This design comes from an exercise in tuning for small area and a short achievable clock period on the open sky130 flow, not from production work.
Only simulation tests tie the RTL to the original design; equivalence was not proved.

Design FPU, start of the top module:
module FPU(clk, reset, A, B, sel, round_mode, start, error, over_flow, Y);
input clk, reset;
input [31:0] A, B;
input [1:0] sel;
input round_mode, start;
output error, over_flow;
output [31:0] Y;
reg s1, s2, s3, s4;
always @(posedge clk, negedge reset) begin
	if (~reset) {s1, s2, s3, s4} <= 4'b0;
	else        {s1, s2, s3, s4} <= {start, s1, s2, s3};
end
reg [31:0] A_r, B_r;
reg [1:0] sel_r;
reg rnd_r;
wire [31:15] Y_n;
wire error_n, over_flow_n;
wire q_we;
wire [21:0] q_n;
wire busy = s1 | s2 | s3;
always @(posedge clk) begin
	if (start) begin
		A_r[31:15] <= A[31:15];
		B_r[1:0] <= B[1:0];
	end
	else if (s4) begin
		A_r[31:15] <= Y_n;
		B_r[1:0] <= {error_n, over_flow_n};
	end
	else if (q_we) begin
		A_r[21:15] <= q_n[21:15];
	end
	if (~busy) begin
		A_r[14:0] <= A[14:0];
		B_r[31:2] <= B[31:2];
		sel_r <= sel;
		rnd_r <= round_mode;
	end
	else if (q_we) begin
		A_r[14:0] <= q_n[14:0];
	end
end
FPU_CAL fpu_cal(clk, s1, s2, s3, A_r, B_r, sel_r, rnd_r, error_n, over_flow_n, Y_n, q_we, q_n);
assign Y = {A_r[31:15], 15'b0};
assign error = B_r[1];
assign over_flow = B_r[0];
endmodule
Settings: LEC_CHECK=0, ABC_AREA=1, CAP_MARGIN=20, CORE_MARGIN=2, CORE_UTILIZATION=40, SLEW_MARGIN=20; clock period 37.0 ns.
standard.sh (not shown) runs the stock make flow with config.mk's settings and CLKGATE_MAP_FILE= SYNTH_SCRIPT=/design/flow/synth_recipe.tcl, a recipe that flattens the netlist after the stock synthesis.
==> flow/flow/run.sh <==
#!/bin/bash
# Layout flow: the standard synthesis (ABC area script, set in config.mk),
# then a polarity pass over the mapped netlist (flow/polarity.py: full adders
# are self-dual, so their polarity is chosen to need as few inverters as
# possible; registers are untouched), then the standard ORFS floorplan, place,
# CTS, route and finish with the timing repair steps asked for a 28.5 ns setup
# margin at the design's 37 ns clock (paths of about 8.5 ns); ports are buffered with buf_2. The SDC and the
# clock period are unchanged. Logs: synth.log, polarity.log, layout.log and
# ORFS's per-step logs under orfs/logs.
set -euo pipefail
RES=$PWD/orfs/results/sky130hd/FPU/base
bash standard.sh $RES/1_2_yosys.v > synth.log 2>&1
cp $RES/1_2_yosys.v $RES/1_2_yosys_std.v
python3 flow/polarity.py $RES/1_2_yosys_std.v $RES/1_2_yosys.v > polarity.log 2>&1
bash standard.sh SETUP_SLACK_MARGIN=28.5 "BUFFER_PORTS_ARGS=-buffer_cell sky130_fd_sc_hd__buf_2" TNS_END_PERCENT=100 finish > layout.log 2>&1
Other scripts of this flow, unchanged in this note and not shown: flow/flow/polarity.py
Next try:
CORE_UTILIZATION = 55   (was 40)
Setup slack improved by 10 ps; worst hold slack hardly moves; routed wire length went down by 6.8%; synthesized cell count does not change; cell area decreases by 1.1%; register-to-register slack degrades by 60 ps.


run G:
Starting RTL as in the previous note.
Settings: LEC_CHECK=0, ABC_AREA=1, CAP_MARGIN=20, CORE_MARGIN=2, CORE_UTILIZATION=40, SLEW_MARGIN=20; clock period 37.0 ns.
==> flow/flow/run.sh <==
#!/bin/bash
# Layout flow:
#  1. the standard synthesis (standard.sh; ABC area script set in config.mk);
#  2. three rounds of: flow/polarity.py (full adders are self-dual, so each
#     one's polarity is chosen to need as few inverters as possible), then
#     flow/remap.sh (the combinational logic between the registers and full
#     adders (half adders included) is re-mapped by ABC for area (flow/abc_remap.script),
#     which now sees through the dissolved inverters); the smallest of the three netlists is kept.
#     Registers keep their names and cells throughout;
#  4. the standard ORFS floorplan, place, CTS, route and finish, with the timing
#     repair steps asked for a 28.5 ns setup margin at the design's 37 ns clock
#     (paths of about 8.5 ns) and ports buffered with buf_2 cells;
#     the repair may resize cells to any footprint.
# The SDC and the clock period are unchanged. Each tool's output goes to its own
# log here (synth.log, polarity*.log, remap*.log, layout.log) and ORFS's per-step
# logs are under orfs/logs.
set -euo pipefail
RES=$PWD/orfs/results/sky130hd/FPU/base
bash standard.sh $RES/1_2_yosys.v > synth.log 2>&1
cp $RES/1_2_yosys.v $RES/1_2_yosys_std.v
python3 flow/polarity.py $RES/1_2_yosys_std.v net_p1.v > polarity1.log 2>&1
bash flow/remap.sh net_p1.v net_r1.v remap1
python3 flow/polarity.py net_r1.v net_p2.v > polarity2.log 2>&1
bash flow/remap.sh net_p2.v net_r2.v remap2
python3 flow/polarity.py net_r2.v net_p3.v > polarity3.log 2>&1
bash flow/remap.sh net_p3.v net_r3.v remap3
# keep the smallest of the three re-mapped netlists
best=$(for i in 1 2 3; do echo "$(grep 'Chip area' remap$i.log | tail -1 | awk '{print $NF}') net_r$i.v"; done | sort -g | head -1 | awk '{print $2}')
echo "using $best" > remap_choice.log
cp $best $RES/1_2_yosys.v
bash standard.sh SETUP_SLACK_MARGIN=28.5 "BUFFER_PORTS_ARGS=-buffer_cell sky130_fd_sc_hd__buf_2" TNS_END_PERCENT=100 MATCH_CELL_FOOTPRINT=0 finish > layout.log 2>&1
Other scripts of this flow, unchanged in this note and not shown: flow/flow/abc_remap.script, flow/flow/comb_cells.py, flow/flow/polarity.py, flow/flow/remap.sh
Input changes introduced in run M (baseline for comparison: run G):
diff --git a/flow/flow/run.sh b/flow/flow/run.sh
--- a/flow/flow/run.sh
+++ b/flow/flow/run.sh
@@ -9,7 +9,6 @@
 #     Registers keep their names and cells throughout;
 #  4. the standard ORFS floorplan, place, CTS, route and finish, with the timing
-#     repair steps asked for a 28.5 ns setup margin at the design's 37 ns clock
-#     (paths of about 8.5 ns) and ports buffered with buf_2 cells;
-#     the repair may resize cells to any footprint.
+#     repair steps asked for a 28.7 ns setup margin at the design's 37 ns clock
+#     (paths of about 8.3 ns) and ports buffered with buf_2 cells.
 # The SDC and the clock period are unchanged. Each tool's output goes to its own
 # log here (synth.log, polarity*.log, remap*.log, layout.log) and ORFS's per-step
@@ -29,3 +28,3 @@
 echo "using $best" > remap_choice.log
 cp $best $RES/1_2_yosys.v
-bash standard.sh SETUP_SLACK_MARGIN=28.5 "BUFFER_PORTS_ARGS=-buffer_cell sky130_fd_sc_hd__buf_2" TNS_END_PERCENT=100 MATCH_CELL_FOOTPRINT=0 finish > layout.log 2>&1
+bash standard.sh SETUP_SLACK_MARGIN=28.7 "BUFFER_PORTS_ARGS=-buffer_cell sky130_fd_sc_hd__buf_2" TNS_END_PERCENT=100 finish > layout.log 2>&1
### Flow results
Relative to run G, slew at the pin closest to its max-slew limit has gone down in run M.
Run M: number of buffers added for setup after CTS 23% above run G
Looking at sequential share of layout area, run M sits 0.40 points below run G.
Against run G, run M reports a critical path depth that is higher.
Area: run M vs run G -> run M larger


Starting RTL as in the previous note.
Settings: LEC_CHECK=0, ABC_AREA=1, CAP_MARGIN=20, CORE_MARGIN=2, CORE_UTILIZATION=40, SLEW_MARGIN=20; clock period 37.0 ns.
==> flow/flow/run.sh <==
#!/bin/bash
# Layout flow:
#  1. the standard synthesis (standard.sh; ABC area script set in config.mk);
#  2. three rounds of: flow/polarity.py (full adders are self-dual, so each
#     one's polarity is chosen to need as few inverters as possible), then
#     flow/remap.sh (the combinational logic between the registers and full
#     adders (half adders included) is re-mapped by ABC for area (flow/abc_remap.script),
#     which now sees through the dissolved inverters); the smallest of the three netlists is kept.
#     Registers keep their names and cells throughout;
#  4. the standard ORFS floorplan, place, CTS, route and finish, with the timing
#     repair steps asked for a 28.5 ns setup margin at the design's 37 ns clock
#     (paths of about 8.5 ns) and ports buffered with buf_2 cells.
# The SDC and the clock period are unchanged. Each tool's output goes to its own
# log here (synth.log, polarity*.log, remap*.log, layout.log) and ORFS's per-step
# logs are under orfs/logs.
set -euo pipefail
RES=$PWD/orfs/results/sky130hd/FPU/base
bash standard.sh $RES/1_2_yosys.v > synth.log 2>&1
cp $RES/1_2_yosys.v $RES/1_2_yosys_std.v
python3 flow/polarity.py $RES/1_2_yosys_std.v net_p1.v > polarity1.log 2>&1
bash flow/remap.sh net_p1.v net_r1.v remap1
python3 flow/polarity.py net_r1.v net_p2.v > polarity2.log 2>&1
bash flow/remap.sh net_p2.v net_r2.v remap2
python3 flow/polarity.py net_r2.v net_p3.v > polarity3.log 2>&1
bash flow/remap.sh net_p3.v net_r3.v remap3
# keep the smallest of the three re-mapped netlists
best=$(for i in 1 2 3; do echo "$(grep 'Chip area' remap$i.log | tail -1 | awk '{print $NF}') net_r$i.v"; done | sort -g | head -1 | awk '{print $2}')
echo "using $best" > remap_choice.log
cp $best $RES/1_2_yosys.v
bash standard.sh SETUP_SLACK_MARGIN=28.5 "BUFFER_PORTS_ARGS=-buffer_cell sky130_fd_sc_hd__buf_2" TNS_END_PERCENT=100 finish > layout.log 2>&1
==> flow/flow/abc_remap.script <==
strash
dc2
dch -f
map -a
topo
stime -c
buffer -c
upsize -c
dnsize -c
==> flow/flow/remap.sh <==
#!/bin/bash
# remap.sh IN.v OUT.v LOGPREFIX: re-map the combinational logic of a mapped
# netlist with an area-oriented ABC script (flow/abc_remap.script), keeping every register and full
# adder cell (and its instance name) as it is.
set -euo pipefail
IN=$1; OUT=$2; LP=$3
YOSYS=/OpenROAD-flow-scripts/tools/install/yosys/bin/yosys
[ -x $YOSYS ] || YOSYS=yosys
LIB=$FLOW_HOME/platforms/sky130hd/lib/sky130_fd_sc_hd__tt_025C_1v80.lib
if [ ! -f comb_cells.v ]; then
  $YOSYS -q -p "read_liberty -ignore_miss_func $LIB; write_verilog -noattr cells_all.v" > ${LP}_cells.log 2>&1
  python3 flow/comb_cells.py cells_all.v comb_cells.v
fi
DONTUSE=$(grep -m1 "^abc -script" orfs/logs/sky130hd/FPU/base/1_2_yosys.log | grep -o "\-dont_use [^ ]*" | tr '\n' ' ')
cat > ${LP}.ys <<EOS
read_verilog comb_cells.v
read_liberty -lib -ignore_redef $LIB
read_verilog $IN
hierarchy -top $FLOW_TOP
flatten
proc
techmap
opt -fast
opt_clean -purge
abc -script $PWD/flow/abc_remap.script -liberty $LIB $DONTUSE
setundef -zero
splitnets
opt_clean -purge
hilomap -singleton -hicell sky130_fd_sc_hd__conb_1 HI -locell sky130_fd_sc_hd__conb_1 LO
opt_clean -purge
stat -liberty $LIB
write_verilog -noattr -noexpr -nohex -nodec $OUT
EOS
$YOSYS -s ${LP}.ys > ${LP}.log 2>&1
Other scripts of this flow, unchanged in this note and not shown: flow/flow/comb_cells.py, flow/flow/polarity.py
==> next run, changes <==
--- a/flow/flow/run.sh
+++ b/flow/flow/run.sh
@@ -9,6 +9,6 @@
 #     Registers keep their names and cells throughout;
 #  4. the standard ORFS floorplan, place, CTS, route and finish, with the timing
-#     repair steps asked for a 28.5 ns setup margin at the design's 37 ns clock
-#     (paths of about 8.5 ns) and ports buffered with buf_2 cells.
+#     repair steps asked for a 28.7 ns setup margin at the design's 37 ns clock
+#     (paths of about 8.3 ns) and ports buffered with buf_2 cells.
 # The SDC and the clock period are unchanged. Each tool's output goes to its own
 # log here (synth.log, polarity*.log, remap*.log, layout.log) and ORFS's per-step
@@ -28,3 +28,3 @@
 echo "using $best" > remap_choice.log
 cp $best $RES/1_2_yosys.v
-bash standard.sh SETUP_SLACK_MARGIN=28.5 "BUFFER_PORTS_ARGS=-buffer_cell sky130_fd_sc_hd__buf_2" TNS_END_PERCENT=100 finish > layout.log 2>&1
+bash standard.sh SETUP_SLACK_MARGIN=28.7 "BUFFER_PORTS_ARGS=-buffer_cell sky130_fd_sc_hd__buf_2" TNS_END_PERCENT=100 finish > layout.log 2>&1
==> flow/flow/abc_remap.script (replaced) <==
strash
dc2
dch -f
map -a
topo
--- a/flow/flow/remap.sh
+++ b/flow/flow/remap.sh
@@ -1,5 +1,5 @@
 #!/bin/bash
 # remap.sh IN.v OUT.v LOGPREFIX: re-map the combinational logic of a mapped
-# netlist with an area-oriented ABC script (flow/abc_remap.script), keeping every register and full
+# netlist with an area-only ABC script (flow/abc_remap.script), keeping every register and full
 # adder cell (and its instance name) as it is.
 set -euo pipefail
After rerunning: The changed run finished clean; via count climbs by 2.5%; core utilization climbs by 3.0 points; clock-buffer cell count drops by 5.
==> next run, changes <==
--- a/flow/flow/run.sh
+++ b/flow/flow/run.sh
@@ -9,6 +9,6 @@
 #     Registers keep their names and cells throughout;
 #  4. the standard ORFS floorplan, place, CTS, route and finish, with the timing
-#     repair steps asked for a 28.7 ns setup margin at the design's 37 ns clock
-#     (paths of about 8.3 ns) and ports buffered with buf_2 cells.
+#     repair steps asked for a 28.5 ns setup margin at the design's 37 ns clock
+#     (paths of about 8.5 ns) and ports buffered with buf_2 cells.
 # The SDC and the clock period are unchanged. Each tool's output goes to its own
 # log here (synth.log, polarity*.log, remap*.log, layout.log) and ORFS's per-step
@@ -28,3 +28,3 @@
 echo "using $best" > remap_choice.log
 cp $best $RES/1_2_yosys.v
-bash standard.sh SETUP_SLACK_MARGIN=28.7 "BUFFER_PORTS_ARGS=-buffer_cell sky130_fd_sc_hd__buf_2" TNS_END_PERCENT=100 finish > layout.log 2>&1
+bash standard.sh SETUP_SLACK_MARGIN=28.5 "BUFFER_PORTS_ARGS=-buffer_cell sky130_fd_sc_hd__buf_2" TNS_END_PERCENT=100 finish > layout.log 2>&1
Setup slack loses 0.26 ns.
Design area increases by 1.7%.
Area after synthesis stays the same.
Critical path depth increases by 4.
Die area is unchanged.
Via count increases by 0.63%.
Hold slack gains 0.020 ns.
Routed wire length increases by 3.0%.
==> next run, changes <==
--- a/flow/flow/run.sh
+++ b/flow/flow/run.sh
@@ -9,6 +9,6 @@
 #     Registers keep their names and cells throughout;
 #  4. the standard ORFS floorplan, place, CTS, route and finish, with the timing
-#     repair steps asked for a 28.5 ns setup margin at the design's 37 ns clock
-#     (paths of about 8.5 ns) and ports buffered with buf_2 cells.
+#     repair steps asked for a 28.6 ns setup margin at the design's 37 ns clock
+#     (paths of about 8.4 ns) and ports buffered with buf_2 cells.
 # The SDC and the clock period are unchanged. Each tool's output goes to its own
 # log here (synth.log, polarity*.log, remap*.log, layout.log) and ORFS's per-step
@@ -28,3 +28,3 @@
 echo "using $best" > remap_choice.log
 cp $best $RES/1_2_yosys.v
-bash standard.sh SETUP_SLACK_MARGIN=28.5 "BUFFER_PORTS_ARGS=-buffer_cell sky130_fd_sc_hd__buf_2" TNS_END_PERCENT=100 finish > layout.log 2>&1
+bash standard.sh SETUP_SLACK_MARGIN=28.6 "BUFFER_PORTS_ARGS=-buffer_cell sky130_fd_sc_hd__buf_2" TNS_END_PERCENT=100 finish > layout.log 2>&1
==> flow/flow/abc_remap.script (replaced) <==
strash
dc2
dch -f
map -a
topo
stime -c
buffer -c
upsize -c
dnsize -c
--- a/flow/flow/remap.sh
+++ b/flow/flow/remap.sh
@@ -1,5 +1,5 @@
 #!/bin/bash
 # remap.sh IN.v OUT.v LOGPREFIX: re-map the combinational logic of a mapped
-# netlist with an area-only ABC script (flow/abc_remap.script), keeping every register and full
+# netlist with an area-oriented ABC script (flow/abc_remap.script), keeping every register and full
 # adder cell (and its instance name) as it is.
 set -euo pipefail
- CORE_UTILIZATION: 40 -> 50
Via count went down by 0.48%.
Global-route usage went up by 4.7 points.
Setup slack gains 0.31 ns.
Critical path depth went up by 3.

## static timing again, ports no longer ideal
The results above use ideal ports. As a check the final layouts listed here were re-extracted and re-timed, cells and wires unchanged.
Step 1 (the two cells are an assumption about what drives the block):
set clk [get_ports {clk}]
set_driving_cell -lib_cell sky130_fd_sc_hd__clkbuf_16 $clk
set_driving_cell -lib_cell sky130_fd_sc_hd__buf_2 [delete_from_list [all_inputs] $clk]
Step 2, shift: input delay + t, output delay - t, t = (earliest + latest rising clock arrival at the registers) / 2. This alone moves slack from input paths to output paths.
Three values: no drivers, after step 1, after step 2; two values: the first two.
run | t (ns) | setup slack, ns | slew at the worst register clock pin (ns) | pins driven straight from the clock port
the first run of note 1 | 0.518 | 28.455 / 28.395 / 28.080 | 0.07 / 0.07 | 1
the second run of note 1 | 0.509 | 28.465 / 28.409 / 28.177 | 0.08 / 0.08 | 1
run G | 0.504 | 27.886 / 27.886 / 27.886 | 0.06 / 0.06 | 1
run M | 0.518 | 27.800 / 27.800 / 27.800 | 0.07 / 0.07 | 1
the first run of note 3 | 0.499 | 27.836 / 27.836 / 27.836 | 0.07 / 0.07 | 1
the second run of note 3 | 0.518 | 27.781 / 27.781 / 27.781 | 0.07 / 0.07 | 1
the third run of note 3 | 0.503 | 27.525 / 27.525 / 27.525 | 0.07 / 0.07 | 1
the fourth run of note 3 | 0.508 | 27.833 / 27.833 / 27.833 | 0.07 / 0.07 | 1
After both steps setup and hold are still met in every run listed. For the first run of note 1, which loses most, drivers alone change the setup slack by -0.060 ns; drivers and shift together by -0.375 ns.
